From an optimization exercise on the open Yosys and OpenROAD flow, aimed at small area; shortcuts taken in it are not production practice. Only simulation tests tie the RTL to the original design; equivalence was not proved. The clock port is modelled as an ideal driver, which makes a skipped or thinned clock tree look cheaper than it is; a real chip needs a root buffer or a tree. Power and IR drop assume default switching activity.

## axi_stream_router
module axi_stream_router (
    input  logic         clk,
    input  logic         rst,
    input  logic         s_tvalid,
    input  logic [21:0]  s_tdata,
    output logic         s_tready,
    input  logic         config_tvalid,
    input  logic [23:0]  config_tdata,
    output logic         config_tready,
    output logic         m0_tvalid,
    output logic [21:0]  m0_tdata,
    input  logic         m0_tready,
    output logic         m1_tvalid,
    output logic [21:0]  m1_tdata,
    input  logic         m1_tready,
    output logic         m2_tvalid,
    output logic [21:0]  m2_tdata,
    input  logic         m2_tready
);
    logic [2:0]  ph;
    logic [21:0] data;
    logic [7:0]  rem;
    logic [7:0]  cnt1, cnt2;
    assign s_tready      = ph[1];
    assign config_tready = ph[0] & ~ph[1];
    wire cap0 = ph[1] & ~ph[2] & s_tvalid & m0_tready;
    wire cap1 = ph[2] &  ph[0] & s_tvalid & m1_tready;
    wire cap2 = ph[1] & ~ph[0] & s_tvalid & m2_tready;
    wire cap  = cap0 | cap1 | cap2;
    wire zero = (rem == 8'd0);
    wire fin0 = zero & m0_tvalid & m0_tready & ~ph[2];
    wire fin1 = zero & m1_tvalid & m1_tready &  ph[0];
    wire fin2 = zero & m2_tvalid & m2_tready &  ph[1];
    wire fin  = fin0 | fin1 | fin2;
    always_ff @(posedge clk or posedge rst) begin
        if (rst) begin
            ph        <= 3'b000;
            m0_tvalid <= 1'b0;
            m1_tvalid <= 1'b0;
            m2_tvalid <= 1'b0;
        end else begin
            ph[0]     <= ph[0] ? ~fin1 : ~ph[2];
            ph[1]     <= ph[1] ? ~fin2 : (ph[0] & config_tvalid);
            ph[2]     <= ph[2] ? ph[1] : fin0;
            m0_tvalid <= cap0;
            m1_tvalid <= cap1;
            m2_tvalid <= cap2;
        end
    end
    wire capc = cap & ~fin;
    logic [7:0] t;
    always_comb begin
        t[0] = capc;
        for (int i = 1; i < 8; i++) t[i] = t[i-1] & ~rem[i-1];
    end
    wire [7:0] tog = t | ({8{fin0}} & cnt1) | ({8{fin1}} & cnt2);
    always_ff @(posedge clk) begin
        data <= s_tdata;
        if (!ph[1]) begin
            rem  <= config_tdata[23:16];
            cnt1 <= config_tdata[15:8];
            cnt2 <= config_tdata[7:0];
        end else begin
            rem  <= rem ^ tog;
        end
  ...
==> module axi_stream_router, before the edit <==
module axi_stream_router (
    input  logic         clk,
    input  logic         rst,
    input  logic         s_tvalid,
    input  logic [21:0]  s_tdata,
    output logic         s_tready,
    input  logic         config_tvalid,
    input  logic [23:0]  config_tdata,
    output logic         config_tready,
    output logic         m0_tvalid,
    output logic [21:0]  m0_tdata,
    input  logic         m0_tready,
    output logic         m1_tvalid,
    output logic [21:0]  m1_tdata,
    input  logic         m1_tready,
    output logic         m2_tvalid,
    output logic [21:0]  m2_tdata,
    input  logic         m2_tready
);
    logic [2:0]  ph;
    logic [21:0] data;
    logic [7:0]  rem;
    logic [7:0]  cnt1, cnt2;
    assign s_tready      = ph[1];
    assign config_tready = ph[0] & ~ph[1];
    wire cap0 = ph[1] & ~ph[2] & s_tvalid & m0_tready;
    wire cap1 = ph[2] &  ph[0] & s_tvalid & m1_tready;
    wire cap2 = ph[1] & ~ph[0] & s_tvalid & m2_tready;
    wire cap  = cap0 | cap1 | cap2;
    wire zero = (rem == 8'd0);
    wire fin0 = zero & m0_tvalid & m0_tready & ~ph[2];
    wire fin1 = zero & m1_tvalid & m1_tready &  ph[0];
    wire fin2 = zero & m2_tvalid & m2_tready &  ph[1];
    wire fin  = fin0 | fin1 | fin2;
    always_ff @(posedge clk or posedge rst) begin
        if (rst) begin
            ph        <= 3'b000;
            m0_tvalid <= 1'b0;
            m1_tvalid <= 1'b0;
            m2_tvalid <= 1'b0;
        end else begin
            ph[0]     <= ph[0] ? ~fin1 : ~ph[2];
            ph[1]     <= ph[1] ? ~fin2 : (ph[0] & config_tvalid);
            ph[2]     <= ph[2] ? ph[1] : fin0;
            m0_tvalid <= cap0;
            m1_tvalid <= cap1;
            m2_tvalid <= cap2;
        end
    end
    wire capc = cap & ~fin;
    logic [7:0] t;
    always_comb begin
        t[0] = capc;
        for (int i = 1; i < 8; i++) t[i] = t[i-1] & ~rem[i-1];
    end
    wire [7:0] tog = t | ({8{fin0}} & cnt1) | ({8{fin1}} & cnt2);
    always_ff @(posedge clk) begin
        data <= s_tdata;
        if (!ph[1]) begin
            rem  <= config_tdata[23:16];
            cnt1 <= config_tdata[15:8];
            cnt2 <= config_tdata[7:0];
        end else begin
            rem  <= rem ^ tog;
        end
    end
    assign m0_tdata = data;
    assign m1_tdata = data;
    assign m2_tdata = data;
endmodule
export LEC_CHECK = 0
export CAP_MARGIN = 20
export CORE_MARGIN = 2
export CORE_UTILIZATION = 40
export PLACE_DENSITY = 0.6
export SLEW_MARGIN = 20
create_clock -name core_clock -period 4.0 [get_ports {clk}]
standard.sh (not shown) runs the stock make flow with config.mk's settings and CLKGATE_MAP_FILE= SYNTH_SCRIPT=/design/flow/synth_recipe.tcl, a recipe that flattens the netlist after the stock synthesis.
==> flow/flow/run.sh <==
#!/bin/bash
# Standard ORFS layout with three changes:
#  - synthesis maps the logic with an area-oriented ABC script (flow/abc_area.script)
#    instead of ORFS's speed script; everything else in synthesis is the standard flow's own script;
#  - the port buffers use the smallest buffer cell;
#  - the clock tree is 3 clkbuf_8, one per group of registers (flow/cts_pre.tcl).
# Each tool's output goes to a log of its own in this folder (make_finish.log holds the
# make run; ORFS keeps per-step logs under orfs/logs/).
set -euo pipefail
WD=$(pwd)
cat > "$WD/synth_area.tcl" <<TCL
puts "synth_area.tcl: mapping with $WD/flow/abc_area.script"
proc abc {args} {
  set i [lsearch -exact \$args -script]
  if {\$i >= 0} { set args [lreplace \$args \$i [expr {\$i + 1}] -script $WD/flow/abc_area.script] }
  yosys abc {*}\$args
}
source $WD/synth_recipe.tcl
TCL
export CLK_BUF_CELL=sky130_fd_sc_hd__clkbuf_8
export CLK_BUF_GROUPS=3
bash standard.sh \
  "SYNTH_SCRIPT=$WD/synth_area.tcl" \
  "BUFFER_PORTS_ARGS=-buffer_cell sky130_fd_sc_hd__buf_1" \
  "PRE_CTS_TCL=$WD/flow/cts_pre.tcl" \
  finish > make_finish.log 2>&1
Other scripts of this flow, unchanged in this note and not shown: flow/flow/abc_area.script, flow/flow/cts_pre.tcl
Edit:
--- a/flow/design.v
+++ b/flow/design.v
@@ -49,27 +49,27 @@
             ph[2]     <= ph[2] ? ph[1] : fin0;
             m0_tvalid <= cap0;
             m1_tvalid <= cap1;
             m2_tvalid <= cap2;
         end
     end
+    wire fcfg = ph[0] & ~ph[1] & config_tvalid;
     wire capc = cap & ~fin;
     logic [7:0] t;
     always_comb begin
         t[0] = capc;
         for (int i = 1; i < 8; i++) t[i] = t[i-1] & ~rem[i-1];
     end
-    wire [7:0] tog = t | ({8{fin0}} & cnt1) | ({8{fin1}} & cnt2);
+    wire [7:0] tog = t | ({8{fcfg}} & config_tdata[23:16]) |
+                     ({8{fin0}} & cnt1) | ({8{fin1}} & cnt2);
     always_ff @(posedge clk) begin
         data <= s_tdata;
+        rem  <= (~ph[2] & ~ph[0]) ? 8'd0 : rem ^ tog;
         if (!ph[1]) begin
-            rem  <= config_tdata[23:16];
             cnt1 <= config_tdata[15:8];
             cnt2 <= config_tdata[7:0];
-        end else begin
-            rem  <= rem ^ tog;
         end
     end
     assign m0_tdata = data;
     assign m1_tdata = data;
     assign m2_tdata = data;
 endmodule
The changed run completed without violations.
Power is about the same.
Clock skew is higher by 0.016 ns.
Wire length is lower by about 1.7%.
Core utilization is lower by 0.44 points.
Clock power barely changes.
Cell area is lower by 2.3%.
Register-to-register slack improved by 0.56 ns.
Area after synthesis is lower by 1.3%.
Via count is higher by 1.4%.
No run of this note takes its clock network from TritonCTS; it comes from the design's own scripts or RTL.

-- re-timing with driven ports --
The results above use ideal ports. As a check the final layouts listed here were re-extracted and re-timed, cells and wires unchanged. Step 1: set_driving_cell puts a clkbuf_16 on clk and a buf_2 on each other input, an assumption about the parent block. Step 2 moves the port delays by t, midway between the first and last clock arrival at a register: inputs arrive t later, outputs are due t later. That takes back most of the time a late clock gives input paths. Slacks: ideal ports / drivers / drivers and shift; pairs: ideal ports / drivers.
| run | t, ns | slack for setup (ns) | worst register clock-pin slew, ns |
|---|---|---|---|
| the first run | 0.203 | 0.873 / 0.873 / 0.873 | 0.11 / 0.11 |
| the second run | 0.198 | 1.431 / 1.431 / 1.304 | 0.12 / 0.12 |
After both steps setup and hold are still met in every run listed. The setup slack of the second run, which loses most, moves by 0.000 ns with the drivers and by -0.127 ns with both steps.
